This design comes from an exercise in tuning for small area on the open sky130 flow, not from production work.
Function was checked by simulation only, so behaviour that the tests miss may differ from the original.
Power and IR drop assume default switching activity.

File: flow/constraint.sdc
create_clock -name core_clock -period 10.0 [get_ports {i_clk}]
set_input_delay 2.0000 -clock core_clock [delete_from_list [all_inputs] [get_ports {i_clk}]]
set_output_delay 2.0000 -clock core_clock [all_outputs]
set_load 0.01 [all_outputs]
File: flow/design.v
`default_nettype none
module	lininterp #(
		parameter	INW   = 28,	 
				OWID  = 28,	 
				MPREC = 28,	 
				CTRBITS = 32	 
	) (
		input	wire			i_clk,
		input	wire			i_reset,
		input	wire			i_ce,
		input	wire	[(CTRBITS-1):0]	i_step,
		input	wire	[(INW-1):0]	i_data,
		output	wire			o_ce,
		output	wire	[(OWID-1):0]	o_data
	);
	localparam	FWID = MPREC+INW;
	reg				pre_ce;
	reg				r_ce, r_ovfl;
	reg	signed	[(INW-1):0]	r_next, r_last;
	reg	signed	[(INW):0]	r_slope;
	reg		[(CTRBITS-1):0]	r_counter;
	reg	signed	[(MPREC):0]	r_offset;
	wire	signed [(MPREC):0]	pre_offset;
	reg				x_ce;
	reg	[(INW-1):0]		x_base;
	reg	signed [(MPREC+INW+1):0] x_offset;
	reg	[(MPREC+INW-1):0]		pre_rounding;
	reg	[(FWID-1):0]	rounded_result;
	always @(posedge i_clk)
	if (i_reset)
	begin
		pre_ce <= 1'b0;
	end else
		pre_ce <= i_ce;
	always @(posedge i_clk)
	if (i_reset)
	begin
		r_next <= 0;
		r_last <= 0;
		r_slope <= 0;
	end else
	if (i_ce)
	begin
		r_next <= i_data;
		r_last <= r_next;
		r_slope <= { i_data[(INW-1)], i_data }
			- { r_next[(INW-1)], r_next };
	end
	always @(posedge i_clk)
	if (i_reset)
	begin
		r_ovfl <= 1'b1;
		r_counter <= 0;
	end else
	if (i_ce)
		{ r_ovfl, r_counter } <= r_counter + i_step;
	else if (!r_ovfl)
		{ r_ovfl, r_counter } <= r_counter + i_step;
	always @(posedge i_clk)
	if (i_reset)
	begin
		r_ce <= 1'b0;
	end else
		r_ce <= ((pre_ce)||(!r_ovfl));
	assign	pre_offset = { 1'b0, r_counter[(CTRBITS-1):(CTRBITS-MPREC)] };
	always @(posedge i_clk)
	if (i_reset)
	begin
		r_offset <= 0;
	end else
	if (r_ce)
		r_offset <= pre_offset;
	always @(posedge i_clk)
	if (i_reset)
	begin
		x_base <= 0;
		x_offset <= 0;
	end else
	if (r_ce)
	begin
		x_base   <= r_last;
		x_offset <= r_slope * r_offset;
	end
	always @(posedge i_clk)
	if (i_reset)
	begin
		x_ce <= 1'b0;
	end else
		x_ce <= r_ce;
	always @(posedge i_clk)
	if (i_reset)
	begin
		pre_rounding <= 0;
	end else
	if (x_ce)
		pre_rounding <= { x_base, {(MPREC){1'b0}} }
				+ x_offset[(MPREC+INW-1):0];
	always @(posedge i_clk)
	if (i_reset)
	begin
		rounded_result <= 0;
	end else
	if (x_ce)
		rounded_result <= pre_rounding
			+ { {(OWID){1'b0}},
				pre_rounding[(FWID-OWID)],
			{(FWID-OWID-1){!pre_rounding[(FWID-OWID)]}} };
	assign	o_ce = x_ce;
	assign	o_data = rounded_result[(FWID-1):(FWID-OWID)];
	/*verilator lint_off UNUSED*/
	wire	unused;
	assign	unused = &{ 1'b0, x_offset[(MPREC+INW+1):(MPREC+INW)],
			rounded_result[(FWID-OWID-1):0] };
	/*verilator lint_on UNUSED*/
endmodule
File: flow/run.sh
#!/bin/bash
# synth_recipe.tcl (not shown) runs the flow's synth.tcl, then flattens the netlist and writes it again
# the make line also repeats each setting of config.mk as NAME=value (left out here)
make -C /OpenROAD-flow-scripts/flow DESIGN_CONFIG=/design/flow/config.mk WORK_HOME=/design/flow/orfs CLKGATE_MAP_FILE= SYNTH_SCRIPT=/design/flow/synth_recipe.tcl finish
File: flow/config.mk
export PLATFORM = sky130hd
export DESIGN_NAME = lininterp
export DESIGN_NICKNAME = lininterp
export VERILOG_FILES = /design/flow/design.v
export SDC_FILE = /design/flow/constraint.sdc
export NUM_CORES = 4
export LEC_CHECK = 0
export CAP_MARGIN = 20
export CORE_MARGIN = 2
export CORE_UTILIZATION = 40
export SLEW_MARGIN = 20
==> results.ini <==
[clock_network]
clkLatencyLatePin_ns=0.55
cts_resized=0
cts_setup_buffers=0
tritoncts=yes
cts_root_buf=clkbuf_16
numClockSinks=317
hold_buffers=0
numCtsBuffers=34
clock_path_buffers=3
cts.clk_slew.worst_paths_ns=0.07
htree_num_levels=2

[yosys]
ys.flop_type=dfxtp_1
ys_top_cells_by_area=fa_1, dfxtp_1, ha_1
ys_warn_count=1
synthArstFlopShare_pct=0
syn_avg_cell_area_um2=9.15
yosysSeqAreaShare_pct=13.9
synth-edff-count=0
syn-instance-count=4993
syn-num-nets=6195
syn-cell-area_mm2=0.0457
synthDistinctLibCells=75
yosys.area.top_type=fa_1
yosysTopAreaCellShare_pct=37.5
ys_ff_latch=317

[grt]
grt_antenna_before_repair=2
grt_max_degree=91
grt_first_pass_wirelength_um=197000
grt_use_total_pct=21.5
grt_pass1_vias=34600
grt_overflow=0

[flow_run]
cap_violations=0

[placed_design]
place_area_mm2=0.0482
dp_slack_ns=0.927
io_buffers=91
dp_hpwl_um=98100
routabilityCongestion=0.911

[floorplanning]
io_pins=92
fp.dieH_um=342
start_util_pct=40.1
die-width_um=342
die-area_mm2=0.117
coreArea_mm2=0.114
fp-row-count=124

[route]
viasPerCell=5.08
wl_per_cell_um=18.8
remaining_drc_errors=0
drt_iter0_markers=1963
drt_wl_total_um=122000
vias=32900
antenna_left=0
wl_met1_um=52800
wl_met3_um=5450
highest_layer=met4
drt_first_pass_iters=5
route.met2.wl_um=60000

[worst_setup_path]
endpoint_kind=flop
cp_cell_sequence=nand2_1 -> fa_1 -> fa_1 -> fa_1 -> fa_1 -> inv_1 -> fa_1 -> fa_1 -> fa_1 -> inv_1 -> fa_1 -> inv_1 -> ha_1 -> and3_1 -> a221oi_1 -> a21oi_1 -> a211oi_1 -> o211ai_1 -> a41oi_1 -> o21ai_1 -> a221oi_2 -> mux2i_1 -> a211oi_1
cp_max_fo=30
crit_required_ns=10.41
slowest_stage=dfxtp_1
cp_common_cell=fa_1
crit_arrival_ns=9.47
cp_slowest_stage_delay_ns=0.94
start_kind=flop
crit_type=reg2reg

[sta]
finalWorstSetupSlack_ns=0.932
slew_violations=0
fin_crit_ns=9.07
hold_ws_ns=0.445
fin_setup_tns_ns=0
finalSetupViolCount=0
rsz0062_at_grt=false
hold_viol=0
fin_skew_ns=0.0299
fin_crit_sh_pct=90.7
slew_headroom_pct=25.0
worst_pin_slew_ns=1.12
max_freq_ghz=0.110

[finish]
fillers=11200
final_common_cell=inv_1
final_cell_mix=inv_1, fa_1, and2_1, nand2_1, nor2_1
drive_gt1_share_pct=3.61
multiInputGateArea_mm2=0.0348
finalInstanceArea_mm2=0.0493
register_area_mm2=0.00636
final_net_count=6143
area.growth.synth_to_final_pct=7.93

[pwr]
peakVddDrop_v=0.000108
cellLeakagePower_nw=24.3
powerDensity_mw_per_mm2=99.3

[outcome]
outcome=finished clean

[min_path]
worstHoldPathType=reg2reg

-- critical path: cells and delay by family (launching register included) --
kind	cells	cell delay [ns]
buf+inv	3	0.44
flops	1	0.94
compound gates	8	1.76
simple gates	2	0.53
fa+ha+maj	9	5.02
mux	1	0.21
-- worst paths after layout --
kind / start / to / depth (start not counted) / slack (ns)
max reg2reg: r_offset[2] / x_offset[55] / 23 / 0.93
max: r_offset[2] / x_offset[55] / 23 / 0.93
min: r_ovfl / r_ce / 1 / 0.44
min reg2reg: r_ovfl / r_ce / 1 / 0.44
-- per-stage QoR --
stage	total power [mW]	utilization, %	instances
2_1_floorplan	2.87	-	4993
3_3_place_gp	3.54	42.3	6417
3_5_place_dp	3.57	42.3	6417
4_1_cts	4.95	43.3	6476
5_1_grt	5.23	43.3	6476
6_report	4.90	43.3	6477
-- cell families after synthesis --
kind of cell             share of synthesized area, %
multiplexers                                     4.62
adder cells (fa/ha/maj)                          45.2
AO/OA/AOI/OAI                                    7.45
flip-flops                                       13.9
AND/OR/NAND/NOR                                  15.9
buffers and inverters                            9.89
XOR/XNOR                                         2.99
-- layer usage --
| layer | up-vias | global-route usage, % |
|---|---|---|
| met3 | 153 | 2.68 |
| met4 | 0 | 5.03 |
| met1 | 16900 | 28.7 |
| met5 | - | 0 |
| met2 | 675 | 36.9 |
| li1 | 15200 | - |
-- sequential cells by signal, summed over array words and instances (netlist names), 29 cells and up --
register	flops
r_counter	32
r_slope	29
x_offset	56
pre_rounding	56
-- synth_stat cells (all sizes together), types with 5 or more instances --
cell type	number
a221o	6
a21oi	135
mux2i	211
xnor2	107
a21o	73
o211ai	21
or3	17
nand2	414
clkbuf	240
nor3b	5
o21bai	13
a2111oi	5
a221oi	8
and2	523
nand2b	14
and4	9
a211oi	47
nor4	6
a31oi	17
o21ai	82
nor2	320
nand4	14
xor2	49
inv	942
a311oi	7
nor3	35
nand3	41
dfxtp	317
o21a	25
o31ai	6
fa	856
a211o	6
o22ai	5
and3	20
nor2b	25
buf	21
a31o	15
ha	283
-- area by class of cell --
type	count	share of cell area [%]
inverters	942	7.17
clock inverters	13	0.424
repair buffers	173	3.10
well taps	1512	3.84
clock buffers	46	1.94
flip-flops and latches	317	12.9
diodes	1	0.00507
multi-input cells	3473	70.6
-- power by group --
group          total (mW)  leakage (nW)  internal [mW]  switching (mW)
combinational        1.95          21.2          0.782            1.17
clock                1.36         0.571          0.784           0.576
sequential           1.59          2.59           1.37           0.222
total                4.90          24.3           2.93            1.97

re-timing with driven ports:
No port has a modelled driver above. Below, the same layout with a new extraction and two added sets of constraints.
Step 1 assumes that a clkbuf_16 drives the clock port and a buf_2 every other input.
Step 2 also shifts input and output timing later by t, the mid clock arrival at the registers, as if the neighbouring blocks saw the same clock.
Slacks: ideal / step 1 / step 2; pairs: ideal / step 1.
shift t [ns]: 0.592
setup slack, ns: 0.932 / 0.932 / 0.932
hold WS [ns]: 0.445 / 0.445 / 0.445
After both steps setup and hold are still met in this run. The setup slack of this run moves by 0.000 ns with the drivers and by 0.000 ns with both steps.
